Source: an optimization exercise on an open RTL-to-GDS flow (aim: small area, a short achievable clock period and few clock cycles). Production flows keep margins and buffers that such runs may drop. Function was checked by simulation only, so behaviour that the tests miss may differ from the original. Power figures rest on the tool's default switching activity, not on a simulated workload.

==> flow/design.v <==
module multi_64_33_9_10_16_3(clk, reset, s_data_in_x, s_valid_x, s_ready_x, m_data_out_y, m_valid_y, m_ready_y);
    parameter                      T = 16;
    input                          clk, reset, s_valid_x, m_ready_y;
    input signed [T-1:0]           s_data_in_x;
    output logic                   s_ready_x, m_valid_y;
    output logic signed [T-1:0]    m_data_out_y;
    logic [5:0] idx, idx_n;
    logic [3:0] credit, credit_n;
    logic accept, reserve, pop;
    assign accept   = s_valid_x & s_ready_x;
    assign reserve  = accept & (idx >= 6'd49);
    assign pop      = m_valid_y & m_ready_y;
    assign idx_n    = idx + {5'd0, accept};
    assign credit_n = credit - {3'd0, reserve} + {3'd0, pop};
    always_ff @(posedge clk) begin
        if (reset) begin
            idx       <= 6'd0;
            credit    <= 4'd15;
            s_ready_x <= 1'b1;
        end else begin
            idx       <= idx_n;
            credit    <= credit_n;
            s_ready_x <= (idx_n < 6'd49) | (credit_n != 0);
        end
    end
    logic signed [15:0] x0;
    logic v0;
    logic [2:0] t0;
    always_ff @(posedge clk) begin
        x0 <= s_data_in_x;
        t0 <= {idx >= 6'd49, idx >= 6'd40, idx >= 6'd32};
        if (reset) v0 <= 1'b0; else v0 <= accept;
    end
    logic [16:0] l1_x1;
    assign l1_x1 = {{1{x0[15]}}, x0};
    logic [16:0] l1_x3;
    assign l1_x3 = (l1_x1 << 1) + l1_x1;
    logic [16:0] l1_x5;
    assign l1_x5 = (l1_x1 << 2) + l1_x1;
    logic [16:0] l1_x7;
    assign l1_x7 = (l1_x1 << 3) - l1_x1;
    logic [16:0] l1_x9;
    assign l1_x9 = (l1_x1 << 3) + l1_x1;
    logic [16:0] l1_x15;
    assign l1_x15 = (l1_x1 << 4) - l1_x1;
    logic [32:0] l1_ovf;
    assign l1_ovf[0] = (x0 > 16'sd1260) | (x0 < -16'sd1260);
    assign l1_ovf[1] = (x0 > 16'sd138) | (x0 < -16'sd138);
    assign l1_ovf[2] = (x0 < -16'sd910) | (x0 > 16'sd910);
    assign l1_ovf[3] = (x0 < -16'sd1213) | (x0 > 16'sd1213);
    assign l1_ovf[4] = (x0 < -16'sd352) | (x0 > 16'sd352);
    assign l1_ovf[5] = (x0 > 16'sd295) | (x0 < -16'sd295);
    assign l1_ovf[6] = (x0 > 16'sd168) | (x0 < -16'sd168);
    assign l1_ovf[7] = (x0 > 16'sd287) | (x0 < -16'sd287);
    assign l1_ovf[8] = 1'b0;
    assign l1_ovf[9] = (x0 > 16'sd140) | (x0 < -16'sd140);
    assign l1_ovf[10] = (x0 < -16'sd162) | (x0 > 16'sd162);
    assign l1_ovf[11] = (x0 < -16'sd2340) | (x0 > 16'sd2340);
    assign l1_ovf[12] = (x0 > 16'sd266) | (x0 < -16'sd266);
    assign l1_ovf[13] = (x0 > 16'sd138) | (x0 < -16'sd138);
    assign l1_ovf[14] = (x0 > 16'sd780) | (x0 < -16'sd780);
    assign l1_ovf[15] = (x0 < -16'sd10922) | (x0 > 16'sd10922);
    assign l1_ovf[16] = (x0 > 16'sd187) | (x0 < -16'sd187);
    assign l1_ovf[17] = (x0 < -16'sd215) | (x0 > 16'sd215);
    assign l1_ovf[18] = (x0 > 16'sd420) | (x0 < -16'sd420);
    assign l1_ovf[19] = (x0 < -16'sd156) | (x0 > 16'sd156);
    assign l1_ovf[20] = (x0 < -16'sd130) | (x0 > 16'sd130);
    assign l1_ovf[21] = (x0 < -16'sd159) | (x0 > 16'sd159);
    assign l1_ovf[22] = (x0 > 16'sd364) | (x0 < -16'sd364);
    assign l1_ovf[23] = (x0 > 16'sd606) | (x0 < -16'sd606);
    assign l1_ovf[24] = (x0 > 16'sd165) | (x0 < -16'sd165);
    assign l1_ovf[25] = (x0 < -16'sd1092) | (x0 > 16'sd1092);
    assign l1_ovf[26] = (x0 > 16'sd148) | (x0 < -16'sd148);
    assign l1_ovf[27] = (x0 < -16'sd682) | (x0 > 16'sd682);
    assign l1_ovf[28] = (x0 < -16'sd4095) | (x0 > 16'sd4096);
    assign l1_ovf[29] = (x0 > 16'sd193) | (x0 < -16'sd193);
    assign l1_ovf[30] = (x0 > 16'sd309) | (x0 < -16'sd309);
    assign l1_ovf[31] = (x0 < -16'sd137) | (x0 > 16'sd137);
    assign l1_ovf[32] = (x0 > 16'sd219) | (x0 < -16'sd219);
    logic l1_neg;
    assign l1_neg = x0[15];
    logic [16:0] l1_b1, l1_b3, l1_b5, l1_b7, l1_b9, l1_b15;
    logic [32:0] l1_ovf_b;
    logic l1_neg_b, l1_v_b;
    logic [2:0] l1_t_b;
    always_ff @(posedge clk) begin
        l1_b1 <= l1_x1;
        l1_b3 <= l1_x3;
        l1_b5 <= l1_x5;
        l1_b7 <= l1_x7;
        l1_b9 <= l1_x9;
        l1_b15 <= l1_x15;
        l1_ovf_b <= l1_ovf;
        l1_neg_b <= l1_neg;
        l1_t_b <= t0;
        if (reset) l1_v_b <= 1'b0; else l1_v_b <= v0;
    end
    wire [16:0] l1_m1 = l1_b1;
    wire [16:0] l1_m3 = l1_b3;
    wire [16:0] l1_m7 = l1_b7;
    wire [16:0] l1_m9 = l1_b9;
    wire [16:0] l1_m13 = l1_b3 + (l1_b5 << 1);   
    wire [16:0] l1_m15 = l1_b15;
    wire [16:0] l1_m19 = l1_b1 + (l1_b9 << 1);   
    wire [16:0] l1_m21 = l1_b3 + (l1_b9 << 1);   
    wire [16:0] l1_m27 = l1_b9 + (l1_b9 << 1);   
    wire [16:0] l1_m39 = l1_b9 + (l1_b15 << 1);   
    wire [16:0] l1_m45 = l1_b15 + (l1_b15 << 1);   
    wire [16:0] l1_m53 = (l1_b15 << 2) - l1_b7;   
    wire [16:0] l1_m55 = (l1_b15 << 2) - l1_b5;   
    wire [16:0] l1_m57 = (l1_b15 << 2) - l1_b3;   
    wire [16:0] l1_m59 = (l1_b15 << 2) - l1_b1;   
    wire [16:0] l1_m93 = (l1_b3 << 5) - l1_b3;   
    wire [16:0] l1_m99 = l1_b3 + (l1_b3 << 5);   
    wire [16:0] l1_m101 = (l1_b3 << 5) + l1_b5;   
    wire [16:0] l1_m103 = (l1_b7 << 4) - l1_b9;   
    wire [16:0] l1_m105 = (l1_b15 << 3) - l1_b15;   
    wire [16:0] l1_m111 = (l1_b15 << 3) - l1_b9;   
    wire [16:0] l1_m117 = (l1_b15 << 3) - l1_b3;   
    wire [16:0] l1_m119 = (l1_b15 << 3) - l1_b1;   
    wire [16:0] l1_m123 = l1_b3 + (l1_b15 << 3);   
    wire [16:0] l1_m149 = l1_b5 + (l1_b9 << 4);   
    wire [16:0] l1_m169 = (l1_b5 << 5) + l1_b9;   
    wire [16:0] l1_m175 = (l1_b5 << 5) + l1_b15;   
    wire [16:0] l1_m195 = l1_b3 + (l1_b3 << 6);   
    wire [16:0] l1_m251 = (l1_b1 << 8) - l1_b5;   
    logic [15:0] l1_op0;
    logic [15:0] l1_op1;
    logic [16:0] l1_op2;
    logic [16:0] l1_op3;
    logic [16:0] l1_op4;
    logic [15:0] l1_op5;
    logic [15:0] l1_op6;
    logic [15:0] l1_op7;
    logic [15:0] l1_op8;
    logic [15:0] l1_op9;
    logic [16:0] l1_op10;
    logic [16:0] l1_op11;
    logic [15:0] l1_op12;
    logic [15:0] l1_op13;
    logic [15:0] l1_op14;
    logic [16:0] l1_op15;
    logic [15:0] l1_op16;
    logic [16:0] l1_op17;
    logic [15:0] l1_op18;
    logic [16:0] l1_op19;
    logic [16:0] l1_op20;
    logic [16:0] l1_op21;
    logic [15:0] l1_op22;
    logic [15:0] l1_op23;
    logic [15:0] l1_op24;
    logic [16:0] l1_op25;
    logic [15:0] l1_op26;
    logic [16:0] l1_op27;
    logic [16:0] l1_op28;
    logic [15:0] l1_op29;
    logic [15:0] l1_op30;
    logic [16:0] l1_op31;
    logic [15:0] l1_op32;
    logic l1_v_o;
    logic [2:0] l1_t_o;
    always_ff @(posedge clk) begin
        l1_op0 <= l1_ovf_b[0] ? (l1_neg_b ? 16'h8000 : 16'h7fff) : {l1_m13[14:0], 1'd0};
        l1_op1 <= l1_ovf_b[1] ? (l1_neg_b ? 16'h8000 : 16'h7fff) : {l1_m59[13:0], 2'd0};
        l1_op2 <= l1_ovf_b[2] ? (l1_neg_b ? 17'h18001 : 17'h08000) : {l1_m9[14:0], 2'd0};
        l1_op3 <= l1_ovf_b[3] ? (l1_neg_b ? 17'h18001 : 17'h08000) : l1_m27;
        l1_op4 <= l1_ovf_b[4] ? (l1_neg_b ? 17'h18001 : 17'h08000) : l1_m93;
        l1_op5 <= l1_ovf_b[5] ? (l1_neg_b ? 16'h8000 : 16'h7fff) : l1_m111[15:0];
        l1_op6 <= l1_ovf_b[6] ? (l1_neg_b ? 16'h8000 : 16'h7fff) : l1_m195[15:0];
        l1_op7 <= l1_ovf_b[7] ? (l1_neg_b ? 16'h8000 : 16'h7fff) : {l1_m57[14:0], 1'd0};
        l1_op8 <= l1_ovf_b[8] ? (l1_neg_b ? 16'h8000 : 16'h7fff) : l1_m1[15:0];
        l1_op9 <= l1_ovf_b[9] ? (l1_neg_b ? 16'h8000 : 16'h7fff) : {l1_m117[14:0], 1'd0};
        l1_op10 <= l1_ovf_b[10] ? (l1_neg_b ? 17'h18001 : 17'h08000) : {l1_m101[15:0], 1'd0};
        l1_op11 <= l1_ovf_b[11] ? (l1_neg_b ? 17'h18001 : 17'h08000) : {l1_m7[15:0], 1'd0};
        l1_op12 <= l1_ovf_b[12] ? (l1_neg_b ? 16'h8000 : 16'h7fff) : l1_m123[15:0];
        l1_op13 <= l1_ovf_b[13] ? (l1_neg_b ? 16'h8000 : 16'h7fff) : {l1_m59[13:0], 2'd0};
        l1_op14 <= l1_ovf_b[14] ? (l1_neg_b ? 16'h8000 : 16'h7fff) : {l1_m21[14:0], 1'd0};
        l1_op15 <= l1_ovf_b[15] ? (l1_neg_b ? 17'h18001 : 17'h08000) : l1_m3;
        l1_op16 <= l1_ovf_b[16] ? (l1_neg_b ? 16'h8000 : 16'h7fff) : l1_m175[15:0];
        l1_op17 <= l1_ovf_b[17] ? (l1_neg_b ? 17'h18001 : 17'h08000) : {l1_m19[13:0], 3'd0};
        l1_op18 <= l1_ovf_b[18] ? (l1_neg_b ? 16'h8000 : 16'h7fff) : {l1_m39[14:0], 1'd0};
        l1_op19 <= l1_ovf_b[19] ? (l1_neg_b ? 17'h18001 : 17'h08000) : {l1_m105[15:0], 1'd0};
        l1_op20 <= l1_ovf_b[20] ? (l1_neg_b ? 17'h18001 : 17'h08000) : l1_m251;
        l1_op21 <= l1_ovf_b[21] ? (l1_neg_b ? 17'h18001 : 17'h08000) : {l1_m103[15:0], 1'd0};
        l1_op22 <= l1_ovf_b[22] ? (l1_neg_b ? 16'h8000 : 16'h7fff) : {l1_m45[14:0], 1'd0};
        l1_op23 <= l1_ovf_b[23] ? (l1_neg_b ? 16'h8000 : 16'h7fff) : {l1_m27[14:0], 1'd0};
        l1_op24 <= l1_ovf_b[24] ? (l1_neg_b ? 16'h8000 : 16'h7fff) : {l1_m99[14:0], 1'd0};
        l1_op25 <= l1_ovf_b[25] ? (l1_neg_b ? 17'h18001 : 17'h08000) : {l1_m15[15:0], 1'd0};
        l1_op26 <= l1_ovf_b[26] ? (l1_neg_b ? 16'h8000 : 16'h7fff) : {l1_m55[13:0], 2'd0};
        l1_op27 <= l1_ovf_b[27] ? (l1_neg_b ? 17'h18001 : 17'h08000) : {l1_m3[12:0], 4'd0};
        l1_op28 <= l1_ovf_b[28] ? (l1_neg_b ? 17'h18001 : 17'h08000) : {l1_m1[13:0], 3'd0};
        l1_op29 <= l1_ovf_b[29] ? (l1_neg_b ? 16'h8000 : 16'h7fff) : l1_m169[15:0];
        l1_op30 <= l1_ovf_b[30] ? (l1_neg_b ? 16'h8000 : 16'h7fff) : {l1_m53[14:0], 1'd0};
        l1_op31 <= l1_ovf_b[31] ? (l1_neg_b ? 17'h18001 : 17'h08000) : {l1_m119[15:0], 1'd0};
        l1_op32 <= l1_ovf_b[32] ? (l1_neg_b ? 16'h8000 : 16'h7fff) : l1_m149[15:0];
        l1_t_o <= l1_t_b;
        if (reset) l1_v_o <= 1'b0; else l1_v_o <= l1_v_b;
    end
    logic signed [15:0] l1_s [0:31];
    logic [14:0] l1_y;
    wire [16:0] l1_sum0 = {l1_op0[15], l1_op0};
    wire [16:0] l1_sum1 = {l1_s[0][15], l1_s[0]} + {l1_op1[15], l1_op1};
    wire [16:0] l1_sum2 = {l1_s[1][15], l1_s[1]} - l1_op2;
    wire [16:0] l1_sum3 = {l1_s[2][15], l1_s[2]} - l1_op3;
    wire [16:0] l1_sum4 = {l1_s[3][15], l1_s[3]} - l1_op4;
    wire [16:0] l1_sum5 = {l1_s[4][15], l1_s[4]} + {l1_op5[15], l1_op5};
    wire [16:0] l1_sum6 = {l1_s[5][15], l1_s[5]} + {l1_op6[15], l1_op6};
    wire [16:0] l1_sum7 = {l1_s[6][15], l1_s[6]} + {l1_op7[15], l1_op7};
    wire [16:0] l1_sum8 = {l1_s[7][15], l1_s[7]} + {l1_op8[15], l1_op8};
    wire [16:0] l1_sum9 = {l1_s[8][15], l1_s[8]} + {l1_op9[15], l1_op9};
    wire [16:0] l1_sum10 = {l1_s[9][15], l1_s[9]} - l1_op10;
    wire [16:0] l1_sum11 = {l1_s[10][15], l1_s[10]} - l1_op11;
    wire [16:0] l1_sum12 = {l1_s[11][15], l1_s[11]} + {l1_op12[15], l1_op12};
    wire [16:0] l1_sum13 = {l1_s[12][15], l1_s[12]} + {l1_op13[15], l1_op13};
    wire [16:0] l1_sum14 = {l1_s[13][15], l1_s[13]} + {l1_op14[15], l1_op14};
    wire [16:0] l1_sum15 = {l1_s[14][15], l1_s[14]} - l1_op15;
    wire [16:0] l1_sum16 = {l1_s[15][15], l1_s[15]} + {l1_op16[15], l1_op16};
    wire [16:0] l1_sum17 = {l1_s[16][15], l1_s[16]} - l1_op17;
    wire [16:0] l1_sum18 = {l1_s[17][15], l1_s[17]} + {l1_op18[15], l1_op18};
    wire [16:0] l1_sum19 = {l1_s[18][15], l1_s[18]} - l1_op19;
    wire [16:0] l1_sum20 = {l1_s[19][15], l1_s[19]} - l1_op20;
    wire [16:0] l1_sum21 = {l1_s[20][15], l1_s[20]} - l1_op21;
    wire [16:0] l1_sum22 = {l1_s[21][15], l1_s[21]} + {l1_op22[15], l1_op22};
    wire [16:0] l1_sum23 = {l1_s[22][15], l1_s[22]} + {l1_op23[15], l1_op23};
    wire [16:0] l1_sum24 = {l1_s[23][15], l1_s[23]} + {l1_op24[15], l1_op24};
    wire [16:0] l1_sum25 = {l1_s[24][15], l1_s[24]} - l1_op25;
    wire [16:0] l1_sum26 = {l1_s[25][15], l1_s[25]} + {l1_op26[15], l1_op26};
    wire [16:0] l1_sum27 = {l1_s[26][15], l1_s[26]} - l1_op27;
    wire [16:0] l1_sum28 = {l1_s[27][15], l1_s[27]} - l1_op28;
    wire [16:0] l1_sum29 = {l1_s[28][15], l1_s[28]} + {l1_op29[15], l1_op29};
    wire [16:0] l1_sum30 = {l1_s[29][15], l1_s[29]} + {l1_op30[15], l1_op30};
    wire [16:0] l1_sum31 = {l1_s[30][15], l1_s[30]} - l1_op31;
    wire [16:0] l1_sum32 = {l1_s[31][15], l1_s[31]} + {l1_op32[15], l1_op32};
    always_ff @(posedge clk) begin
        if (l1_v_o) begin
            l1_s[0] <= (l1_sum0[16] != l1_sum0[15]) ? {l1_sum0[16], {15{~l1_sum0[16]}}} : l1_sum0[15:0];
            l1_s[1] <= (l1_sum1[16] != l1_sum1[15]) ? {l1_sum1[16], {15{~l1_sum1[16]}}} : l1_sum1[15:0];
            l1_s[2] <= (l1_sum2[16] != l1_sum2[15]) ? {l1_sum2[16], {15{~l1_sum2[16]}}} : l1_sum2[15:0];
            l1_s[3] <= (l1_sum3[16] != l1_sum3[15]) ? {l1_sum3[16], {15{~l1_sum3[16]}}} : l1_sum3[15:0];
            l1_s[4] <= (l1_sum4[16] != l1_sum4[15]) ? {l1_sum4[16], {15{~l1_sum4[16]}}} : l1_sum4[15:0];
            l1_s[5] <= (l1_sum5[16] != l1_sum5[15]) ? {l1_sum5[16], {15{~l1_sum5[16]}}} : l1_sum5[15:0];
            l1_s[6] <= (l1_sum6[16] != l1_sum6[15]) ? {l1_sum6[16], {15{~l1_sum6[16]}}} : l1_sum6[15:0];
            l1_s[7] <= (l1_sum7[16] != l1_sum7[15]) ? {l1_sum7[16], {15{~l1_sum7[16]}}} : l1_sum7[15:0];
            l1_s[8] <= (l1_sum8[16] != l1_sum8[15]) ? {l1_sum8[16], {15{~l1_sum8[16]}}} : l1_sum8[15:0];
            l1_s[9] <= (l1_sum9[16] != l1_sum9[15]) ? {l1_sum9[16], {15{~l1_sum9[16]}}} : l1_sum9[15:0];
            l1_s[10] <= (l1_sum10[16] != l1_sum10[15]) ? {l1_sum10[16], {15{~l1_sum10[16]}}} : l1_sum10[15:0];
            l1_s[11] <= (l1_sum11[16] != l1_sum11[15]) ? {l1_sum11[16], {15{~l1_sum11[16]}}} : l1_sum11[15:0];
            l1_s[12] <= (l1_sum12[16] != l1_sum12[15]) ? {l1_sum12[16], {15{~l1_sum12[16]}}} : l1_sum12[15:0];
            l1_s[13] <= (l1_sum13[16] != l1_sum13[15]) ? {l1_sum13[16], {15{~l1_sum13[16]}}} : l1_sum13[15:0];
            l1_s[14] <= (l1_sum14[16] != l1_sum14[15]) ? {l1_sum14[16], {15{~l1_sum14[16]}}} : l1_sum14[15:0];
            l1_s[15] <= (l1_sum15[16] != l1_sum15[15]) ? {l1_sum15[16], {15{~l1_sum15[16]}}} : l1_sum15[15:0];
            l1_s[16] <= (l1_sum16[16] != l1_sum16[15]) ? {l1_sum16[16], {15{~l1_sum16[16]}}} : l1_sum16[15:0];
            l1_s[17] <= (l1_sum17[16] != l1_sum17[15]) ? {l1_sum17[16], {15{~l1_sum17[16]}}} : l1_sum17[15:0];
            l1_s[18] <= (l1_sum18[16] != l1_sum18[15]) ? {l1_sum18[16], {15{~l1_sum18[16]}}} : l1_sum18[15:0];
            l1_s[19] <= (l1_sum19[16] != l1_sum19[15]) ? {l1_sum19[16], {15{~l1_sum19[16]}}} : l1_sum19[15:0];
            l1_s[20] <= (l1_sum20[16] != l1_sum20[15]) ? {l1_sum20[16], {15{~l1_sum20[16]}}} : l1_sum20[15:0];
            l1_s[21] <= (l1_sum21[16] != l1_sum21[15]) ? {l1_sum21[16], {15{~l1_sum21[16]}}} : l1_sum21[15:0];
            l1_s[22] <= (l1_sum22[16] != l1_sum22[15]) ? {l1_sum22[16], {15{~l1_sum22[16]}}} : l1_sum22[15:0];
            l1_s[23] <= (l1_sum23[16] != l1_sum23[15]) ? {l1_sum23[16], {15{~l1_sum23[16]}}} : l1_sum23[15:0];
            l1_s[24] <= (l1_sum24[16] != l1_sum24[15]) ? {l1_sum24[16], {15{~l1_sum24[16]}}} : l1_sum24[15:0];
            l1_s[25] <= (l1_sum25[16] != l1_sum25[15]) ? {l1_sum25[16], {15{~l1_sum25[16]}}} : l1_sum25[15:0];
            l1_s[26] <= (l1_sum26[16] != l1_sum26[15]) ? {l1_sum26[16], {15{~l1_sum26[16]}}} : l1_sum26[15:0];
            l1_s[27] <= (l1_sum27[16] != l1_sum27[15]) ? {l1_sum27[16], {15{~l1_sum27[16]}}} : l1_sum27[15:0];
            l1_s[28] <= (l1_sum28[16] != l1_sum28[15]) ? {l1_sum28[16], {15{~l1_sum28[16]}}} : l1_sum28[15:0];
            l1_s[29] <= (l1_sum29[16] != l1_sum29[15]) ? {l1_sum29[16], {15{~l1_sum29[16]}}} : l1_sum29[15:0];
            l1_s[30] <= (l1_sum30[16] != l1_sum30[15]) ? {l1_sum30[16], {15{~l1_sum30[16]}}} : l1_sum30[15:0];
            l1_s[31] <= (l1_sum31[16] != l1_sum31[15]) ? {l1_sum31[16], {15{~l1_sum31[16]}}} : l1_sum31[15:0];
            l1_y <= (l1_sum32[16] ? 15'd0 : (l1_sum32[15] ? 15'h7fff : l1_sum32[14:0]));
        end
    end
    logic l1_vo;
    logic [2:0] l1_to;
    always_ff @(posedge clk) begin
        l1_to <= l1_t_o;
        if (reset) l1_vo <= 1'b0; else l1_vo <= l1_v_o & l1_t_o[0];
    end
    logic [16:0] l2_x1;
    assign l2_x1 = {2'd0, l1_y};
    logic [16:0] l2_x3;
    assign l2_x3 = (l2_x1 << 1) + l2_x1;
    logic [16:0] l2_x5;
    assign l2_x5 = (l2_x1 << 2) + l2_x1;
    logic [8:0] l2_ovf;
    assign l2_ovf[0] = (l1_y > 15'd176);
    assign l2_ovf[1] = (l1_y > 15'd3640);
    assign l2_ovf[2] = (l1_y > 15'd163);
    assign l2_ovf[3] = (l1_y > 15'd181);
    assign l2_ovf[4] = (l1_y > 15'd468);
    assign l2_ovf[5] = (l1_y > 15'd192);
    assign l2_ovf[6] = (l1_y > 15'd442);
    assign l2_ovf[7] = (l1_y > 15'd356);
    assign l2_ovf[8] = (l1_y > 15'd146);
    logic l2_neg;
    assign l2_neg = 1'b0;
    logic [16:0] l2_b1, l2_b3, l2_b5;
    logic [8:0] l2_ovf_b;
    logic l2_neg_b, l2_v_b;
    logic [2:0] l2_t_b;
    always_ff @(posedge clk) begin
        l2_b1 <= l2_x1;
        l2_b3 <= l2_x3;
        l2_b5 <= l2_x5;
        l2_ovf_b <= l2_ovf;
        l2_neg_b <= l2_neg;
        l2_t_b <= l1_to;
        if (reset) l2_v_b <= 1'b0; else l2_v_b <= l1_vo;
    end
    wire [16:0] l2_m7 = l2_b1 + (l2_b3 << 1);   
    wire [16:0] l2_m9 = l2_b3 + (l2_b3 << 1);   
    wire [16:0] l2_m23 = l2_b3 + (l2_b5 << 2);   
    wire [16:0] l2_m25 = l2_b5 + (l2_b5 << 2);   
    wire [16:0] l2_m35 = (l2_b5 << 3) - l2_b5;   
    wire [16:0] l2_m37 = (l2_b5 << 3) - l2_b3;   
    wire [16:0] l2_m85 = l2_b5 + (l2_b5 << 4);   
    wire [16:0] l2_m93 = (l2_b3 << 5) - l2_b3;   
    wire [16:0] l2_m181 = l2_b1 - (l2_b3 << 2) + (l2_b3 << 6);   
    logic [16:0] l2_op0;
    logic [16:0] l2_op1;
    logic [16:0] l2_op2;
    logic [15:0] l2_op3;
    logic [16:0] l2_op4;
    logic [15:0] l2_op5;
    logic [16:0] l2_op6;
    logic [16:0] l2_op7;
    logic [15:0] l2_op8;
    logic l2_v_o;
    logic [2:0] l2_t_o;
    always_ff @(posedge clk) begin
        l2_op0 <= l2_ovf_b[0] ? (l2_neg_b ? 17'h18001 : 17'h08000) : {l2_m93[15:0], 1'd0};
        l2_op1 <= l2_ovf_b[1] ? (l2_neg_b ? 17'h18001 : 17'h08000) : l2_m9;
        l2_op2 <= l2_ovf_b[2] ? (l2_neg_b ? 17'h18001 : 17'h08000) : {l2_m25[13:0], 3'd0};
        l2_op3 <= l2_ovf_b[3] ? (l2_neg_b ? 16'h8000 : 16'h7fff) : l2_m181[15:0];
        l2_op4 <= l2_ovf_b[4] ? (l2_neg_b ? 17'h18001 : 17'h08000) : {l2_m35[15:0], 1'd0};
        l2_op5 <= l2_ovf_b[5] ? (l2_neg_b ? 16'h8000 : 16'h7fff) : {l2_m85[14:0], 1'd0};
        l2_op6 <= l2_ovf_b[6] ? (l2_neg_b ? 17'h18001 : 17'h08000) : {l2_m37[15:0], 1'd0};
        l2_op7 <= l2_ovf_b[7] ? (l2_neg_b ? 17'h18001 : 17'h08000) : {l2_m23[14:0], 2'd0};
        l2_op8 <= l2_ovf_b[8] ? (l2_neg_b ? 16'h8000 : 16'h7fff) : {l2_m7[10:0], 5'd0};
        l2_t_o <= l2_t_b;
        if (reset) l2_v_o <= 1'b0; else l2_v_o <= l2_v_b;
    end
    logic signed [15:0] l2_s [0:7];
    logic [14:0] l2_y;
    wire [16:0] l2_sum0 = 17'd0 - l2_op0;
    wire [16:0] l2_sum1 = {l2_s[0][15], l2_s[0]} - l2_op1;
    wire [16:0] l2_sum2 = {l2_s[1][15], l2_s[1]} - l2_op2;
    wire [16:0] l2_sum3 = {l2_s[2][15], l2_s[2]} + {l2_op3[15], l2_op3};
    wire [16:0] l2_sum4 = {l2_s[3][15], l2_s[3]} - l2_op4;
    wire [16:0] l2_sum5 = {l2_s[4][15], l2_s[4]} + {l2_op5[15], l2_op5};
    wire [16:0] l2_sum6 = {l2_s[5][15], l2_s[5]} - l2_op6;
    wire [16:0] l2_sum7 = {l2_s[6][15], l2_s[6]} - l2_op7;
    wire [16:0] l2_sum8 = {l2_s[7][15], l2_s[7]} + {l2_op8[15], l2_op8};
    always_ff @(posedge clk) begin
        if (l2_v_o) begin
            l2_s[0] <= (l2_sum0[16] != l2_sum0[15]) ? {l2_sum0[16], {15{~l2_sum0[16]}}} : l2_sum0[15:0];
            l2_s[1] <= (l2_sum1[16] != l2_sum1[15]) ? {l2_sum1[16], {15{~l2_sum1[16]}}} : l2_sum1[15:0];
            l2_s[2] <= (l2_sum2[16] != l2_sum2[15]) ? {l2_sum2[16], {15{~l2_sum2[16]}}} : l2_sum2[15:0];
            l2_s[3] <= (l2_sum3[16] != l2_sum3[15]) ? {l2_sum3[16], {15{~l2_sum3[16]}}} : l2_sum3[15:0];
            l2_s[4] <= (l2_sum4[16] != l2_sum4[15]) ? {l2_sum4[16], {15{~l2_sum4[16]}}} : l2_sum4[15:0];
            l2_s[5] <= (l2_sum5[16] != l2_sum5[15]) ? {l2_sum5[16], {15{~l2_sum5[16]}}} : l2_sum5[15:0];
            l2_s[6] <= (l2_sum6[16] != l2_sum6[15]) ? {l2_sum6[16], {15{~l2_sum6[16]}}} : l2_sum6[15:0];
            l2_s[7] <= (l2_sum7[16] != l2_sum7[15]) ? {l2_sum7[16], {15{~l2_sum7[16]}}} : l2_sum7[15:0];
            l2_y <= (l2_sum8[16] ? 15'd0 : (l2_sum8[15] ? 15'h7fff : l2_sum8[14:0]));
        end
    end
    logic l2_vo;
    logic [2:0] l2_to;
    always_ff @(posedge clk) begin
        l2_to <= l2_t_o;
        if (reset) l2_vo <= 1'b0; else l2_vo <= l2_v_o & l2_t_o[1];
    end
    logic [16:0] l3_x1;
    assign l3_x1 = {2'd0, l2_y};
    logic [16:0] l3_x5;
    assign l3_x5 = (l3_x1 << 2) + l3_x1;
    logic [16:0] l3_x7;
    assign l3_x7 = (l3_x1 << 3) - l3_x1;
    logic [16:0] l3_x9;
    assign l3_x9 = (l3_x1 << 3) + l3_x1;
    logic [9:0] l3_ovf;
    assign l3_ovf[0] = (l2_y > 15'd195);
    assign l3_ovf[1] = (l2_y > 15'd146);
    assign l3_ovf[2] = (l2_y > 15'd160);
    assign l3_ovf[3] = (l2_y > 15'd712);
    assign l3_ovf[4] = (l2_y > 15'd1129);
    assign l3_ovf[5] = (l2_y > 15'd266);
    assign l3_ovf[6] = (l2_y > 15'd564);
    assign l3_ovf[7] = (l2_y > 15'd219);
    assign l3_ovf[8] = (l2_y > 15'd193);
    assign l3_ovf[9] = (l2_y > 15'd511);
    logic l3_neg;
    assign l3_neg = 1'b0;
    logic [16:0] l3_b1, l3_b5, l3_b7, l3_b9;
    logic [9:0] l3_ovf_b;
    logic l3_neg_b, l3_v_b;
    logic [2:0] l3_t_b;
    always_ff @(posedge clk) begin
        l3_b1 <= l3_x1;
        l3_b5 <= l3_x5;
        l3_b7 <= l3_x7;
        l3_b9 <= l3_x9;
        l3_ovf_b <= l3_ovf;
        l3_neg_b <= l3_neg;
        l3_t_b <= l2_to;
        if (reset) l3_v_b <= 1'b0; else l3_v_b <= l2_vo;
    end
    wire [16:0] l3_m1 = l3_b1;
    wire [16:0] l3_m7 = l3_b7;
    wire [16:0] l3_m21 = l3_b7 + (l3_b7 << 1);   
    wire [16:0] l3_m23 = l3_b5 + (l3_b9 << 1);   
    wire [16:0] l3_m29 = l3_b1 + (l3_b7 << 2);   
    wire [16:0] l3_m51 = (l3_b7 << 3) - l3_b5;   
    wire [16:0] l3_m123 = (l3_b1 << 7) - l3_b5;   
    wire [16:0] l3_m149 = l3_b5 + (l3_b9 << 4);   
    wire [16:0] l3_m169 = (l3_b5 << 5) + l3_b9;   
    logic [15:0] l3_op0;
    logic [16:0] l3_op1;
    logic [15:0] l3_op2;
    logic [16:0] l3_op3;
    logic [15:0] l3_op4;
    logic [15:0] l3_op5;
    logic [15:0] l3_op6;
    logic [16:0] l3_op7;
    logic [15:0] l3_op8;
    logic [15:0] l3_op9;
    logic l3_v_o;
    logic [2:0] l3_t_o;
    always_ff @(posedge clk) begin
        l3_op0 <= l3_ovf_b[0] ? (l3_neg_b ? 16'h8000 : 16'h7fff) : {l3_m21[12:0], 3'd0};
        l3_op1 <= l3_ovf_b[1] ? (l3_neg_b ? 17'h18001 : 17'h08000) : {l3_m7[11:0], 5'd0};
        l3_op2 <= l3_ovf_b[2] ? (l3_neg_b ? 16'h8000 : 16'h7fff) : {l3_m51[13:0], 2'd0};
        l3_op3 <= l3_ovf_b[3] ? (l3_neg_b ? 17'h18001 : 17'h08000) : {l3_m23[15:0], 1'd0};
        l3_op4 <= l3_ovf_b[4] ? (l3_neg_b ? 16'h8000 : 16'h7fff) : l3_m29[15:0];
        l3_op5 <= l3_ovf_b[5] ? (l3_neg_b ? 16'h8000 : 16'h7fff) : l3_m123[15:0];
        l3_op6 <= l3_ovf_b[6] ? (l3_neg_b ? 16'h8000 : 16'h7fff) : {l3_m29[14:0], 1'd0};
        l3_op7 <= l3_ovf_b[7] ? (l3_neg_b ? 17'h18001 : 17'h08000) : l3_m149;
        l3_op8 <= l3_ovf_b[8] ? (l3_neg_b ? 16'h8000 : 16'h7fff) : l3_m169[15:0];
        l3_op9 <= l3_ovf_b[9] ? (l3_neg_b ? 16'h8000 : 16'h7fff) : {l3_m1[9:0], 6'd0};
        l3_t_o <= l3_t_b;
        if (reset) l3_v_o <= 1'b0; else l3_v_o <= l3_v_b;
    end
    logic signed [15:0] l3_s [0:8];
    logic [14:0] l3_y;
    wire [16:0] l3_sum0 = {l3_op0[15], l3_op0};
    wire [16:0] l3_sum1 = {l3_s[0][15], l3_s[0]} - l3_op1;
    wire [16:0] l3_sum2 = {l3_s[1][15], l3_s[1]} + {l3_op2[15], l3_op2};
    wire [16:0] l3_sum3 = {l3_s[2][15], l3_s[2]} - l3_op3;
    wire [16:0] l3_sum4 = {l3_s[3][15], l3_s[3]} + {l3_op4[15], l3_op4};
    wire [16:0] l3_sum5 = {l3_s[4][15], l3_s[4]} + {l3_op5[15], l3_op5};
    wire [16:0] l3_sum6 = {l3_s[5][15], l3_s[5]} + {l3_op6[15], l3_op6};
    wire [16:0] l3_sum7 = {l3_s[6][15], l3_s[6]} - l3_op7;
    wire [16:0] l3_sum8 = {l3_s[7][15], l3_s[7]} + {l3_op8[15], l3_op8};
    wire [16:0] l3_sum9 = {l3_s[8][15], l3_s[8]} + {l3_op9[15], l3_op9};
    always_ff @(posedge clk) begin
        if (l3_v_o) begin
            l3_s[0] <= (l3_sum0[16] != l3_sum0[15]) ? {l3_sum0[16], {15{~l3_sum0[16]}}} : l3_sum0[15:0];
            l3_s[1] <= (l3_sum1[16] != l3_sum1[15]) ? {l3_sum1[16], {15{~l3_sum1[16]}}} : l3_sum1[15:0];
            l3_s[2] <= (l3_sum2[16] != l3_sum2[15]) ? {l3_sum2[16], {15{~l3_sum2[16]}}} : l3_sum2[15:0];
            l3_s[3] <= (l3_sum3[16] != l3_sum3[15]) ? {l3_sum3[16], {15{~l3_sum3[16]}}} : l3_sum3[15:0];
            l3_s[4] <= (l3_sum4[16] != l3_sum4[15]) ? {l3_sum4[16], {15{~l3_sum4[16]}}} : l3_sum4[15:0];
            l3_s[5] <= (l3_sum5[16] != l3_sum5[15]) ? {l3_sum5[16], {15{~l3_sum5[16]}}} : l3_sum5[15:0];
            l3_s[6] <= (l3_sum6[16] != l3_sum6[15]) ? {l3_sum6[16], {15{~l3_sum6[16]}}} : l3_sum6[15:0];
            l3_s[7] <= (l3_sum7[16] != l3_sum7[15]) ? {l3_sum7[16], {15{~l3_sum7[16]}}} : l3_sum7[15:0];
            l3_s[8] <= (l3_sum8[16] != l3_sum8[15]) ? {l3_sum8[16], {15{~l3_sum8[16]}}} : l3_sum8[15:0];
        end
    end
    wire [14:0] res = (l3_sum9[16] ? 15'd0 : (l3_sum9[15] ? 15'h7fff : l3_sum9[14:0]));
    wire res_wr = l3_v_o & l3_t_o[2];
    logic [14:0] mem [0:13];
    logic [3:0] wp, rp;
    logic [3:0] cnt;
    logic [3:0] rel, rel_n;
    logic hv, take, direct;
    assign take = ~hv | pop;
    assign direct = (cnt == '0);
    assign rel_n = rel + ((accept && idx == 6'd63) ? 4'd15 : 4'd0) - {3'd0, pop};
    always_ff @(posedge clk) begin
        if (res_wr & ~(direct & take)) mem[wp] <= res;
        if (take) m_data_out_y <= {1'b0, direct ? res : mem[rp]};
        if (reset) begin
            wp <= '0;
            rp <= '0;
            cnt <= '0;
            hv <= 1'b0;
            rel <= '0;
            m_valid_y <= 1'b0;
        end else begin
            if (res_wr & ~(direct & take)) wp <= (wp == 4'd13) ? '0 : wp + 1'b1;
            if (take & ~direct) rp <= (rp == 4'd13) ? '0 : rp + 1'b1;
            cnt <= cnt + {3'd0, res_wr & ~(direct & take)} - {3'd0, take & ~direct};
            hv <= take ? (~direct | res_wr) : hv;
            rel <= rel_n;
            m_valid_y <= (take ? (~direct | res_wr) : hv) & (rel_n != '0);
        end
    end
endmodule
==> flow/run.sh <==
#!/bin/bash
# synth_recipe.tcl (not shown) runs the flow's synth.tcl, then flattens the netlist and writes it again
# the make line also repeats each setting of config.mk as NAME=value (left out here)
make -C /OpenROAD-flow-scripts/flow DESIGN_CONFIG=/design/flow/config.mk WORK_HOME=/design/flow/orfs CLKGATE_MAP_FILE= SYNTH_SCRIPT=/design/flow/synth_recipe.tcl finish
==> flow/config.mk <==
export PLATFORM = sky130hd
export DESIGN_NAME = multi_64_33_9_10_16_3
export DESIGN_NICKNAME = multi_64_33_9_10_16_3
export VERILOG_FILES = /design/flow/design.v
export SDC_FILE = /design/flow/constraint.sdc
export NUM_CORES = 4
export LEC_CHECK = 0
export CAP_MARGIN = 20
export CORE_MARGIN = 2
export CORE_UTILIZATION = 55
export CTS_BUF_LIST = sky130_fd_sc_hd__clkbuf_16
export CTS_CLUSTER_DIAMETER = 80
export CTS_CLUSTER_SIZE = 30
export PLACE_DENSITY = 0.7
export SETUP_SLACK_MARGIN = 4.7
export SLEW_MARGIN = 20
==> flow/constraint.sdc <==
create_clock -name core_clock -period 8.0 [get_ports {clk}]
set_input_delay 1.6000 -clock core_clock [delete_from_list [all_inputs] [get_ports {clk}]]
set_output_delay 1.6000 -clock core_clock [all_outputs]
set_load 0.01 [all_outputs]
==> results of run 1 <==
## what timing repair did
item	in CTS	in global routing
gates resized for setup	253	382
endpoints found under the setup margin	927	970
pin swaps	26	142
setup buffers	68	140
cloned	3	21
## worst paths after layout
check / startpoint / cells after the start / endpoint / slack (ns)
worst max-delay path: x0[13] / 8 / l1_ovf_b[17] / 4.71
worst min-delay path: l1_to[2] / 0 / l2_t_b[2] / 0.34
worst max register to register: x0[13] / 8 / l1_ovf_b[17] / 4.71
worst min register to register: l1_to[2] / 0 / l2_t_b[2] / 0.34
## final cells by class
cell class | count | share of cell area
multi-input combinational | 10060 | 0.5200
sequential | 2153 | 0.3696
antenna | 14 | 0.0002419
inverter | 1141 | 0.03009
clock buffer | 123 | 0.02126
tap | 3167 | 0.02737
timing repair buffer | 353 | 0.02154
clock inverter | 106 | 0.009851
## sequential cells by signal (all words and copies together) (netlist names), 31 cells and up, named ones only
register	flops
l1_ovf_b	31
l1_s	512
l2_s	128
l3_s	140
mem	210
## critical path: cells and delay by family, from the launching register on
family          cells  cell delay [ns]
simple gates        3             0.98
buf+inv             1             0.33
compound gates      3             0.86
fa+ha+maj           1             0.47
flops               1             0.49
## placed cells by master, fill, tap and decap left out, types with 58 or more instances in the layout
master / n
sky130_fd_sc_hd__ha_1: 1443
sky130_fd_sc_hd__a21oi_1: 1175
sky130_fd_sc_hd__inv_1: 1128
sky130_fd_sc_hd__dfxtp_1: 1086
sky130_fd_sc_hd__edfxtp_1: 1035
sky130_fd_sc_hd__o21ai_0: 1011
sky130_fd_sc_hd__nor2_1: 999
sky130_fd_sc_hd__xnor2_1: 677
sky130_fd_sc_hd__nand2_1: 570
sky130_fd_sc_hd__xor2_1: 429
sky130_fd_sc_hd__a21o_1: 318
sky130_fd_sc_hd__nand2b_1: 278
sky130_fd_sc_hd__buf_4: 275
sky130_fd_sc_hd__o21a_1: 256
sky130_fd_sc_hd__nor3_1: 244
sky130_fd_sc_hd__nor2b_1: 217
sky130_fd_sc_hd__a31oi_1: 157
sky130_fd_sc_hd__nand3_1: 155
sky130_fd_sc_hd__o21bai_1: 132
sky130_fd_sc_hd__clkbuf_16: 125
sky130_fd_sc_hd__or2_2: 114
sky130_fd_sc_hd__and3_1: 103
sky130_fd_sc_hd__maj3_1: 99
sky130_fd_sc_hd__o31ai_1: 95
sky130_fd_sc_hd__a211oi_1: 77
sky130_fd_sc_hd__o211ai_1: 74
sky130_fd_sc_hd__fa_1: 73
sky130_fd_sc_hd__or3_1: 69
sky130_fd_sc_hd__mux4_2: 60
sky130_fd_sc_hd__and2_1: 59
sky130_fd_sc_hd__a21boi_0: 58
## Yosys cell counts, drive strengths merged, types with 258 or more instances
| library cell | instances | area [um^2] |
|---|---|---|
| ha | 1463 | 18310 |
| a21oi | 1232 | 6203 |
| inv | 1139 | 4275 |
| dfxtp | 1118 | 22380 |
| o21ai | 1078 | 5403 |
| nor2 | 1054 | 3964 |
| edfxtp | 1035 | 31080 |
| xnor2 | 698 | 6136 |
| nand2 | 604 | 2270 |
| xor2 | 438 | 3836 |
| a21o | 319 | 2396 |
| nand2b | 279 | 1745 |
| clkbuf | 264 | 993.5 |
| o21a | 258 | 1937 |
## logic make-up after synthesis
group / after synthesis / share of synthesized area
other: 1 / 0.00002843
DFF: 2153 / 0.4053
AOI/OAI and AO/OA: 3962 / 0.1853
muxes: 120 / 0.01507
xor gates and xnor gates: 1136 / 0.07559
and+or+nand+nor: 3151 / 0.1162
buffers and inverters: 1464 / 0.04222
adders and majority gates: 1664 / 0.1604
## power by group
part | switching, mW | total, mW | internal, mW
sequential | 0.552 | 12.9 | 12.4
combinational | 6.55 | 10.9 | 4.38
clock | 4.33 | 7.57 | 3.24
## stage by stage
step / util / instance area [um^2]
finish: 0.6076 / 144800
global route: 0.6076 / 144800
CTS: 0.5956 / 141900
detailed placement: 0.5705 / 135900
global placement: 0.5704 / 135900
floorplan: - / 132100
## per-layer routing
metal / wire length [um] / global-route usage / share of wire / up-vias
met5: 99 / 0 / 0.00025 / -
met4: 29660 / 0.1979 / 0.074 / 14
met3: 22810 / 0.04228 / 0.057 / 940
met2: 187200 / 0.5278 / 0.47 / 3372
met1: 162000 / 0.3886 / 0.40 / 49630
li1: - / - / - / 49190
==> out/metrics.json, run 1 <==
{
  "headroom_to_the_max_slew_limit": {"value": 0.1860},
  "p_per_area": {"value": 217.1, "unit": "nW/um^2"},
  "fin_setup_tns": {"value": 0, "unit": "ns"},
  "regArea": {"value": 53520, "unit": "um^2"},
  "core_region_area": {"value": 238300, "unit": "um^2"},
  "crit_path_max_incr_delay": {"value": 0.49, "unit": "ns"},
  "final.setup_skew": {"value": 0.03202, "unit": "ns"},
  "sequential_share_of_the_synthesized_area": {"value": 0.4053},
  "post_drt_wl_per_cell": {"value": 23.48, "unit": "um"},
  "floorplan.initialDensity": {"value": 0.5536},
  "via_count": {"value": 103100},
  "count_of_tritonroute_iterations_in_the_first_routing_pass": {"value": 6},
  "critical_path_required": {"value": 8.70, "unit": "ns"},
  "total_leakage_power": {"value": 58.12, "unit": "nW"},
  "first_global_vias": {"value": 99070},
  "synth_cells": {"value": 13650},
  "fin_nets": {"value": 15390},
  "report.final.slew_viol_count": {"value": 0},
  "nFillCells": {"value": 19820},
  "syn_nets": {"value": 15220},
  "crit_path_start_kind": {"value": "flop"},
  "period_utilization_post_route": {"value": 0.4110},
  "cts_sinks": {"value": 2153},
  "drv_cap": {"value": 0},
  "avgSynthCellArea": {"value": 9.664, "unit": "um^2"},
  "ir_drop": {"value": 0.1887, "unit": "mV"},
  "rsz0062_at_grt": {"value": "true"},
  "setup_viol_count_final": {"value": 0},
  "grt_antenna_before_repair": {"value": 25},
  "layout.cells.non_filler": {"value": 17110},
  "crit_path_cell_trace": {"value": "inv_1, ha_1, and3_2, and2_1, nand2_1, o21ai_0, a211oi_1, a31oi_1"},
  "die_area": {"value": 243800, "unit": "um^2"},
  "routed_via_density": {"value": 6.027},
  "finalWorstPathRequiredPeriod": {"value": 3.288, "unit": "ns"},
  "worstHoldPathType": {"value": "flop to flop"},
  "std_cell_rows": {"value": 179},
  "cts.hold.buffers_added": {"value": 0},
  "cts.path.max_buffers": {"value": 3},
  "cts_buffers": {"value": 121},
  "final-hold-violation-count": {"value": 0},
  "cpMaxStageDelayCell": {"value": "sky130_fd_sc_hd__dfxtp_1"},
  "ys_types": {"value": 110},
  "synth_async_sr_flop_share": {"value": 0},
  "critPathKind": {"value": "flop to flop"},
  "die_y_extent": {"value": 493.7, "unit": "um"},
  "gp_congestion": {"value": 1.001},
  "layout-area-overhead-vs-synth": {"value": 9.765, "unit": "%"},
  "synth_area": {"value": 131900, "unit": "um^2"},
  "hold-worst-slack": {"value": 0.3375, "unit": "ns"},
  "fmaxAchievable": {"value": 304.2, "unit": "MHz"},
  "totalWireLength": {"value": 401800, "unit": "um"},
  "clock_insertion_delay_at_the_later_pin_of_the_skew_report": {"value": 0.85, "unit": "ns"},
  "route.detailed.drc": {"value": 0},
  "power": {"value": 31.43, "unit": "mW"},
  "die-width": {"value": 493.7, "unit": "um"},
  "crit_path_end_kind": {"value": "flop"},
  "max_slew.worst_pin.slew": {"value": 1.221, "unit": "ns"},
  "ioPinCount": {"value": 38},
  "dp_worst_slack": {"value": 3.504, "unit": "ns"},
  "grt_pass1_wl": {"value": 592400, "unit": "um"},
  "maximum_number_of_pins_on_one_net_before_global_route_repair": {"value": 157},
  "synth_enable_flop_cells": {"value": 1035},
  "fraction_of_layout_cells_with_a_size_suffix_above_1": {"value": 0.09065},
  "cts_tree": {"value": "yes"},
  "endpoint_arrival_time_on_the_critical_path": {"value": 3.98, "unit": "ns"},
  "drtIter0Drc": {"value": 8428},
  "ys_seq_elements": {"value": 2153},
  "outcome": {"value": "timing/DRC/antenna clean"},
  "gr-usage-all-layers": {"value": 0.3167},
  "prevailing_post_synth_register_cell": {"value": "sky130_fd_sc_hd__dfxtp_1"},
  "hpwl": {"value": 298300, "unit": "um"},
  "final_antenna_net_count": {"value": 0},
  "portBuffers": {"value": 36},
  "cts-htree-levels": {"value": 3},
  "overflow_left_after_global_routing": {"value": 0},
  "synth.yosys.warnings": {"value": 4},
  "final_critical_path_setup_slack": {"value": 4.712, "unit": "ns"},
  "cts_root_buf": {"value": "sky130_fd_sc_hd__clkbuf_16"},
  "critPathMaxFanout": {"value": 10},
  "multi_input_comb_area": {"value": 75300, "unit": "um^2"},
  "clk_pin_slew_worst_paths": {"value": 0.11, "unit": "ns"},
  "place.detailed.instances": {"value": 16640}
}
Testbench counts, summed over its fixed seeds: cycles 12,408.
==> run 2: changes to the inputs <==
--- a/flow/config.mk
+++ b/flow/config.mk
@@ -10,6 +10,6 @@
 export CORE_UTILIZATION = 55
 export CTS_BUF_LIST = sky130_fd_sc_hd__clkbuf_16
-export CTS_CLUSTER_DIAMETER = 80
-export CTS_CLUSTER_SIZE = 30
+export CTS_CLUSTER_DIAMETER = 70
+export CTS_CLUSTER_SIZE = 24
 export PLACE_DENSITY = 0.7
 export SETUP_SLACK_MARGIN = 4.7
==> run 2 against run 1 <==
  * Critical path depth up 7
  * Via count up 0.45%
  * Synthesized cell count unchanged
  * Worst setup slack worse by 0.046 ns
  * Core utilization up 0.44 points
  * Global-route usage up 0.25 points
  * Still clean
  * Sequential cell count unchanged
==> out/metrics.json, run 2 <==
{
  "overflow_left_after_global_routing": {"value": 0, "change": "unchanged"},
  "cts_root_buf": {"value": "sky130_fd_sc_hd__clkbuf_16"},
  "syn_nets": {"value": 15220, "change": "unchanged"},
  "synth.area.top_cells": {"value": "sky130_fd_sc_hd__edfxtp_1, sky130_fd_sc_hd__dfxtp_1, sky130_fd_sc_hd__ha_1"},
  "cts_tree": {"value": "yes"},
  "core_region_area": {"value": 238300, "unit": "um^2", "change": "unchanged"},
  "synth.yosys.warnings": {"value": 4, "change": "unchanged"},
  "cts.hold.buffers_added": {"value": 0, "change": "unchanged"},
  "critical_path_required": {"value": 8.70, "unit": "ns", "change": "about the same"},
  "cts_buffers": {"value": 153, "change": "+26%"},
  "die-width": {"value": 493.7, "unit": "um", "change": "unchanged"},
  "reg.largest.list": {"value": "l1_s: 512 flops, mem: 210 flops, l3_s: 140 flops"},
  "whs_endpoint": {"value": "l2_t_b[2]"},
  "rr_worst_depth": {"value": 15, "change": "+7"},
  "final_antenna_net_count": {"value": 0, "change": "unchanged"},
  "count_of_tritonroute_iterations_in_the_first_routing_pass": {"value": 6, "change": "unchanged"},
  "final.setup_skew": {"value": 0.03439, "unit": "ns", "change": "+0.002363 ns"},
  "layout_commonest_cell": {"value": "sky130_fd_sc_hd__ha_1"},
  "headroom_to_the_max_slew_limit": {"value": 0.2035, "change": "+0.01756"},
  "total_leakage_power": {"value": 58.63, "unit": "nW", "change": "+0.89%"},
  "max_slew.worst_pin.slew": {"value": 1.195, "unit": "ns", "change": "-0.02634 ns"},
  "die_y_extent": {"value": 493.7, "unit": "um", "change": "unchanged"},
  "met3_wirelength": {"value": 23530, "unit": "um", "change": "+3.1%"},
  "r2r_setup_slk": {"value": 4.67, "unit": "ns", "change": "-0.05 ns"},
  "first_global_vias": {"value": 99530, "change": "+0.47%"},
  "cts-htree-levels": {"value": 4, "change": "+1"},
  "gp_congestion": {"value": 1.001, "change": "unchanged"},
  "outcome": {"value": "timing/DRC/antenna clean"},
  "crit_path_start_kind": {"value": "flop"},
  "post_synth_most_frequent_cells": {"value": "sky130_fd_sc_hd__ha_1, sky130_fd_sc_hd__a21oi_1, sky130_fd_sc_hd__inv_1, sky130_fd_sc_hd__dfxtp_1, sky130_fd_sc_hd__o21ai_0"},
  "endpoint_arrival_time_on_the_critical_path": {"value": 4.03, "unit": "ns", "change": "+0.05 ns"},
  "dp_worst_slack": {"value": 3.504, "unit": "ns", "change": "unchanged"},
  "r2r_start": {"value": "l1_s[2][0]"},
  "drv_cap": {"value": 0, "change": "unchanged"},
  "min_from": {"value": "l1_to[2]"},
  "cts.path.max_buffers": {"value": 3, "change": "unchanged"},
  "crit_path_end_kind": {"value": "flop"},
  "final-hold-violation-count": {"value": 0, "change": "unchanged"},
  "grt_pass1_wl": {"value": 595900, "unit": "um", "change": "+0.60%"},
  "synth_area": {"value": 131900, "unit": "um^2", "change": "unchanged"},
  "layout-area-overhead-vs-synth": {"value": 10.56, "unit": "%"},
  "avgSynthCellArea": {"value": 9.664, "unit": "um^2", "change": "unchanged"},
  "post_drt_wl_per_cell": {"value": 23.56, "unit": "um", "change": "+0.35%"},
  "ys_seq_elements": {"value": 2153, "change": "unchanged"},
  "layout.cells.most_common_list": {"value": "sky130_fd_sc_hd__ha_1, sky130_fd_sc_hd__a21oi_1, sky130_fd_sc_hd__inv_1"},
  "die_area": {"value": 243800, "unit": "um^2", "change": "unchanged"},
  "totalWireLength": {"value": 404600, "unit": "um", "change": "+0.68%"},
  "drtIter0Drc": {"value": 8897, "change": "+5.6%"},
  "yosysMostFrequentCell": {"value": "sky130_fd_sc_hd__ha_1"},
  "critPathKind": {"value": "flop to flop"},
  "floorplan.initialDensity": {"value": 0.5536, "change": "unchanged"},
  "critPathMaxFanout": {"value": 7, "change": "-3"},
  "synth_top_area_cell": {"value": "sky130_fd_sc_hd__edfxtp_1"},
  "gr-usage-all-layers": {"value": 0.3192, "change": "+0.002460"},
  "fraction_of_layout_cells_with_a_size_suffix_above_1": {"value": 0.09530, "change": "+0.004648"},
  "r2r_end": {"value": "l1_s[3][11]"},
  "fin_setup_tns": {"value": 0, "unit": "ns", "change": "unchanged"},
  "via_count": {"value": 103600, "change": "+0.45%"},
  "rsz0062_at_grt": {"value": "true"},
  "hold-path-cell-count": {"value": 0, "change": "unchanged"},
  "routed_via_density": {"value": 6.034, "change": "+0.11%"},
  "grt_antenna_before_repair": {"value": 23, "change": "-8.0%"},
  "p_per_area": {"value": 223.1, "unit": "nW/um^2", "change": "+2.8%"},
  "ioPinCount": {"value": 38, "change": "unchanged"},
  "portBuffers": {"value": 36, "change": "unchanged"},
  "largest_register_ffs": {"value": 512, "change": "unchanged"},
  "clock_insertion_delay_at_the_later_pin_of_the_skew_report": {"value": 0.89, "unit": "ns", "change": "+0.04 ns"},
  "route.layer.met1.wl": {"value": 162400, "unit": "um", "change": "+0.22%"},
  "fmaxAchievable": {"value": 299.9, "unit": "MHz", "change": "-1.4%"},
  "met2RoutedLength": {"value": 189600, "unit": "um", "change": "+1.3%"},
  "finalWorstPathRequiredPeriod": {"value": 3.334, "unit": "ns", "change": "+0.04611 ns"},
  "maximum_number_of_pins_on_one_net_before_global_route_repair": {"value": 157, "change": "unchanged"},
  "setup_viol_count_final": {"value": 0, "change": "unchanged"},
  "report.final.slew_viol_count": {"value": 0, "change": "unchanged"},
  "period_utilization_post_route": {"value": 0.4167, "change": "+0.005764"},
  "synth_cells": {"value": 13650, "change": "unchanged"},
  "synth_async_sr_flop_share": {"value": 0, "change": "unchanged"},
  "worstHoldPathType": {"value": "flop to flop"},
  "hpwl": {"value": 298300, "unit": "um", "change": "unchanged"},
  "clk_pin_slew_worst_paths": {"value": 0.09, "unit": "ns", "change": "-0.02 ns"},
  "std_cell_rows": {"value": 179, "change": "unchanged"},
  "final_critical_path_setup_slack": {"value": 4.666, "unit": "ns", "change": "-0.04611 ns"},
  "fin_nets": {"value": 15430, "change": "+0.21%"},
  "cts_sinks": {"value": 2153, "change": "unchanged"},
  "ir_drop": {"value": 0.1679, "unit": "mV", "change": "-11%"},
  "sequential_share_of_the_synthesized_area": {"value": 0.4053, "change": "unchanged"},
  "ys_types": {"value": 110, "change": "unchanged"},
  "route.top_layer_used": {"value": "met5"},
  "synth_enable_flop_cells": {"value": 1035, "change": "unchanged"},
  "route.detailed.drc": {"value": 0, "change": "unchanged"},
  "prevailing_post_synth_register_cell": {"value": "sky130_fd_sc_hd__dfxtp_1"},
  "biggest_register": {"value": "l1_s"},
  "synth_largest_type_area_fraction": {"value": 0.2356, "change": "unchanged"}
}
## run 2: per-layer routing
metal | global-route usage | vias to the layer above
met2 | 0.5317 | 3514
met3 | 0.04504 | 1000
met1 | 0.3908 | 49760
met5 | 0 | -
met4 | 0.1981 | 14
li1 | - | 49310
## run 2: power by group
group,internal (mW),switching (mW),total (mW)
registers,12.4,0.555,12.9
clock network,4.09,4.55,8.64
logic,4.40,6.57,11.0
total,20.9,11.7,32.5
## run 2: how the worst max path moves through the flow
stage                          start     endpoint  slack, ns  cells after the start
after global placement     s_valid_x    s_ready_x       3.38                     13
after detailed placement   s_valid_x    s_ready_x       3.50                     13
after global routing      l3_s[8][1]    mem[6][1]       4.52                     10
final                     l1_s[2][0]  l1_s[3][11]       4.67                     15
after floorplan               l1_v_o   l1_s[0][0]       3.69                      0
after CTS                   l1_b9[1]   l1_op5[12]       4.66                     13
## run 2: cell type report
cell class | count | area (um^2)
flip-flops and latches | 2153 | 53530
repair buffers | 353 | 3152
clock buffers | 163 | 4079
inverters | 1141 | 4359
well taps | 3167 | 3963
clock inverters | 121 | 1430
diodes | 16 | 40.04
fillers | 19760 | 92450
multi-input cells | 10060 | 75300
## run 2: logic make-up after synthesis
kind of cell	count (synthesis)	share of synthesized area
compound gates	3962	0.1853
xor+xnor	1136	0.07559
fa+ha+maj	1664	0.1604
buf+inv	1464	0.04222
flops	2153	0.4053
mux	120	0.01507
other cells	1	0.00002843
simple gates	3151	0.1162
## run 2: timing repair
action / CTS / global route
gates resized for setup: 263 / 382
pin swaps: 24 / 134
setup endpoints to repair: 924 / 924
buffers inserted: 66 / 141
hold endpoints to repair: 0 / 0
gates cloned: 4 / 22
## run 2: per-stage QoR
| step | total power [mW] | util | instance area [um^2] | instances | hold slack (ns) |
|---|---|---|---|---|---|
| after CTS | 32.07 | 0.6002 | 143000 | 16990 | 0.3289 |
| after global routing | 34.03 | 0.6119 | 145800 | 17160 | 0.3296 |
| after detailed placement | 23.26 | 0.5705 | 135900 | 16640 | 0.3132 |
| after global placement | 23.10 | 0.5704 | 135900 | 16640 | 0.3142 |
| final | 32.54 | 0.6120 | 145900 | 17170 | 0.3253 |
| after floorplan | 20.21 | - | 132100 | 13650 | 0.3096 |
## run 2: critical path, stage by stage (launching register included)
cell and delay (ns):
sky130_fd_sc_hd__edfxtp_1 0.39, sky130_fd_sc_hd__inv_1 0.07, sky130_fd_sc_hd__ha_1 0.16, sky130_fd_sc_hd__inv_1 0.06, sky130_fd_sc_hd__fa_2 0.37, sky130_fd_sc_hd__a211o_1 0.29, sky130_fd_sc_hd__a21oi_2 0.18, sky130_fd_sc_hd__o21ai_1 0.14
sky130_fd_sc_hd__a21oi_2 0.23, sky130_fd_sc_hd__nand3_2 0.12, sky130_fd_sc_hd__a31oi_2 0.24, sky130_fd_sc_hd__xor2_2 0.31, sky130_fd_sc_hd__buf_6 0.17, sky130_fd_sc_hd__nor2_4 0.04, sky130_fd_sc_hd__buf_12 0.15, sky130_fd_sc_hd__o31ai_2 0.22
==> run 3: changes to the inputs <==
--- a/flow/config.mk
+++ b/flow/config.mk
@@ -13,4 +13,4 @@
 export CTS_CLUSTER_SIZE = 24
 export PLACE_DENSITY = 0.7
-export SETUP_SLACK_MARGIN = 4.7
+export SETUP_SLACK_MARGIN = 4.85
 export SLEW_MARGIN = 20
==> run 3 against run 2 <==
  * Clock-buffer cell count is 1 lower
  * Register-to-register slack better by 0.03 ns
  * Sequential cell count stayed put
  * Global-route usage is 0.33 points higher
  * Still clean on timing, DRC and antenna
  * Clock skew is 0.0038 ns higher
  * Routed wire length is 1.9% higher
  * Via count is 1.4% higher
  * Synthesized cell count stayed put
  * Core utilization is 1.5 points higher
  * Fmax is 0.85% higher
  * Die area stayed put
  * Non-clock buffer count is 136 higher
  * Highest routed layer unchanged
==> out/metrics.json, run 3 <==
{
  "report.final.slew_viol_count": {"value": 0, "change": "unchanged"},
  "r2r_end": {"value": "l1_s[11][0]"},
  "crit_path_start_kind": {"value": "flop"},
  "finalWorstPathRequiredPeriod": {"value": 3.306, "unit": "ns", "change": "-0.02815 ns"},
  "cts_root_buf": {"value": "sky130_fd_sc_hd__clkbuf_16"},
  "whs_endpoint": {"value": "l3_t_o[2]"},
  "crit_path_cell_trace": {"value": "inv_1, ha_2, inv_2, fa_2, a21oi_2, o21bai_2, a211oi_2, nor3_2, or4b_4, a2111o_1, o311a_4, nor2_4, o21ai_1"},
  "outcome": {"value": "timing/DRC/antenna clean"},
  "cts-htree-levels": {"value": 4, "change": "unchanged"},
  "prevailing_post_synth_register_cell": {"value": "sky130_fd_sc_hd__dfxtp_1"},
  "cts.hold.buffers_added": {"value": 0, "change": "unchanged"},
  "die-width": {"value": 493.7, "unit": "um", "change": "unchanged"},
  "clock_insertion_delay_at_the_later_pin_of_the_skew_report": {"value": 0.86, "unit": "ns", "change": "-0.03 ns"},
  "grt_pass1_wl": {"value": 602300, "unit": "um", "change": "+1.1%"},
  "fin_setup_tns": {"value": 0, "unit": "ns", "change": "unchanged"},
  "r2r_start": {"value": "l1_s[10][0]"},
  "syn_nets": {"value": 15220, "change": "unchanged"},
  "cts.path.max_buffers": {"value": 3, "change": "unchanged"},
  "ys_types": {"value": 110, "change": "unchanged"},
  "die_area": {"value": 243800, "unit": "um^2", "change": "unchanged"},
  "synth_area": {"value": 131900, "unit": "um^2", "change": "unchanged"},
  "totalWireLength": {"value": 412100, "unit": "um", "change": "+1.9%"},
  "synth.yosys.warnings": {"value": 4, "change": "unchanged"},
  "min_from": {"value": "l3_t_b[2]"},
  "avgSynthCellArea": {"value": 9.664, "unit": "um^2", "change": "unchanged"},
  "synth_cells": {"value": 13650, "change": "unchanged"},
  "r2r_setup_slk": {"value": 4.69, "unit": "ns", "change": "+0.03 ns"},
  "routed_via_density": {"value": 6.064, "change": "+0.50%"},
  "synth_top_area_cell": {"value": "sky130_fd_sc_hd__edfxtp_1"},
  "ioPinCount": {"value": 38, "change": "unchanged"},
  "final_antenna_net_count": {"value": 0, "change": "unchanged"},
  "drv_cap": {"value": 0, "change": "unchanged"},
  "route.detailed.drc": {"value": 0, "change": "unchanged"},
  "synth_async_sr_flop_share": {"value": 0, "change": "unchanged"},
  "yosysMostFrequentCell": {"value": "sky130_fd_sc_hd__ha_1"},
  "dp_worst_slack": {"value": 3.549, "unit": "ns", "change": "+0.04488 ns"},
  "fmaxAchievable": {"value": 302.5, "unit": "MHz", "change": "+0.85%"},
  "rsz0062_at_grt": {"value": "true"},
  "post_synth_most_frequent_cells": {"value": "sky130_fd_sc_hd__ha_1, sky130_fd_sc_hd__a21oi_1, sky130_fd_sc_hd__inv_1, sky130_fd_sc_hd__dfxtp_1, sky130_fd_sc_hd__o21ai_0"},
  "grt_antenna_before_repair": {"value": 23, "change": "unchanged"},
  "max_slew.worst_pin.slew": {"value": 1.151, "unit": "ns", "change": "-0.04395 ns"},
  "ys_seq_elements": {"value": 2153, "change": "unchanged"},
  "clk_pin_slew_worst_paths": {"value": 0.10, "unit": "ns", "change": "about the same"},
  "final-hold-violation-count": {"value": 0, "change": "unchanged"},
  "period_utilization_post_route": {"value": 0.4132, "change": "-0.003519"},
  "synth_largest_type_area_fraction": {"value": 0.2356, "change": "unchanged"},
  "worst-path-buf-inv": {"value": 2, "change": "-2"},
  "rr_worst_depth": {"value": 13, "change": "-2"},
  "biggest_register": {"value": "l1_s"},
  "crit_path_end_kind": {"value": "flop"},
  "hold-path-cell-count": {"value": 0, "change": "unchanged"},
  "drtIter0Drc": {"value": 9082, "change": "+2.1%"},
  "cts_buffers": {"value": 154, "change": "+0.65%"},
  "hpwl": {"value": 302200, "unit": "um", "change": "+1.3%"},
  "portBuffers": {"value": 36, "change": "unchanged"},
  "headroom_to_the_max_slew_limit": {"value": 0.2328, "change": "+0.02930"},
  "cts_sinks": {"value": 2153, "change": "unchanged"},
  "layout-area-overhead-vs-synth": {"value": 13.20, "unit": "%"},
  "timing.critical_path.max_delay_family": {"value": "compound AO/OA/AOI/OAI gates"},
  "crit_path_max_incr_delay": {"value": 0.50, "unit": "ns", "change": "+0.11 ns"},
  "cts_tree": {"value": "yes"},
  "gr-usage-all-layers": {"value": 0.3225, "change": "+0.003340"},
  "sequential_share_of_the_synthesized_area": {"value": 0.4053, "change": "unchanged"},
  "gp_congestion": {"value": 0.9976, "change": "-0.38%"},
  "floorplan.initialDensity": {"value": 0.5536, "change": "unchanged"},
  "std_cell_rows": {"value": 179, "change": "unchanged"},
  "worstHoldPathType": {"value": "flop to flop"},
  "fin_nets": {"value": 15570, "change": "+0.95%"},
  "synth_enable_flop_cells": {"value": 1035, "change": "unchanged"},
  "die_y_extent": {"value": 493.7, "unit": "um", "change": "unchanged"},
  "post_drt_wl_per_cell": {"value": 23.80, "unit": "um", "change": "+1.0%"}
}
[run 3: cells by family (layout without fill, tap and decap cells)]
family / Yosys count / after routing / share of synthesized area
AO/OA/AOI/OAI: 3962 / 3963 / 0.1853
AND/OR/NAND/NOR: 3151 / 3180 / 0.1162
flip-flops: 2153 / 2153 / 0.4053
adder cells (fa/ha/maj): 1664 / 1664 / 0.1604
buffers and inverters: 1464 / 1918 / 0.04222
XOR/XNOR: 1136 / 1137 / 0.07559
multiplexers: 120 / 120 / 0.01507
other: 1 / 15 / 0.00002843
[run 3: repair_timing]
action / CTS / global route
gates cloned: 15 / 24
pin swaps: 101 / 233
endpoints found under the setup margin: 1263 / 1121
resized for setup: 471 / 659
setup buffers: 133 / 210
[run 3: through the flow]
step | utilization | total power [mW] | instance area (um^2) | cells | hold slack (ns)
final | 0.6267 | 33.13 | 149300 | 17320 | 0.3268
after global routing | 0.6265 | 34.60 | 149300 | 17300 | 0.3312
after global placement | 0.5709 | 23.09 | 136000 | 16630 | 0.3116
after floorplan | - | 20.24 | 132200 | 13650 | 0.3096
after CTS | 0.6075 | 32.31 | 144800 | 17070 | 0.3279
after detailed placement | 0.5710 | 23.28 | 136100 | 16630 | 0.3121
[run 3: cell type report]
class | count | area (um^2)
inverters | 1141 | 4374
fillers | 19190 | 88970
flip-flops and latches | 2153 | 53580
well taps | 3167 | 3963
clock buffers | 162 | 4054
diodes | 14 | 35.03
repair buffers | 489 | 4679
multi-input cells | 10070 | 77150
clock inverters | 126 | 1491
[run 3: worst max-delay path by stage]
stage                startpoint          end  slack, ns  cells after the start
global placement      s_valid_x    s_ready_x       3.51                     13
detailed placement    s_valid_x    s_ready_x       3.55                     13
global route        l1_s[10][0]  l1_s[11][0]       4.54                     13
CTS                 l1_s[10][0]  l1_s[11][0]       4.62                     13
finish              l1_s[10][0]  l1_s[11][0]       4.69                     13
floorplan                l1_v_o   l1_s[0][0]       3.69                      0
[run 3: power by group]
| group | total (mW) | switching, mW | internal [mW] |
|---|---|---|---|
| Clock | 8.72 | 4.61 | 4.11 |
| Sequential | 13.0 | 0.611 | 12.4 |
| Combinational | 11.4 | 6.74 | 4.68 |
[run 3: layer usage]
layer	track usage	vias to the layer above	part of all wire
li1	-	49650	-
met1	0.3847	50420	0.39
met2	0.5430	3814	0.47
met3	0.04934	1118	0.063
met4	0.2071	14	0.077
met5	0	-	0.00024

## afterwards: timing with drivers on the ports
No port has a modelled driver above. Below, the same layouts with a new extraction and two added sets of constraints.
Step 1, drivers: a clkbuf_16 drives clk and a buf_2 each remaining input, both assumed.
Step 2 adds t to the input delays and takes it off the output delays; t is the mean of the earliest and latest rising clock arrival at the registers after step 1. Input paths then give back, and output paths get back, about the clock's delay inside the block.
Slacks: no drivers / after step 1 / after step 2; pairs: no drivers / after step 1.
run	t, ns	setup slack, ns	pins driven straight from the clock port
run 1	0.940	4.712 / 4.712 / 3.992	1
run 2	0.954	4.666 / 4.666 / 3.994	1
run 3	0.936	4.694 / 4.694 / 4.047	1
After both steps every run listed still meets setup and hold. For run 1, which loses most, drivers alone change the setup slack by 0.000 ns; drivers and shift together by -0.720 ns.
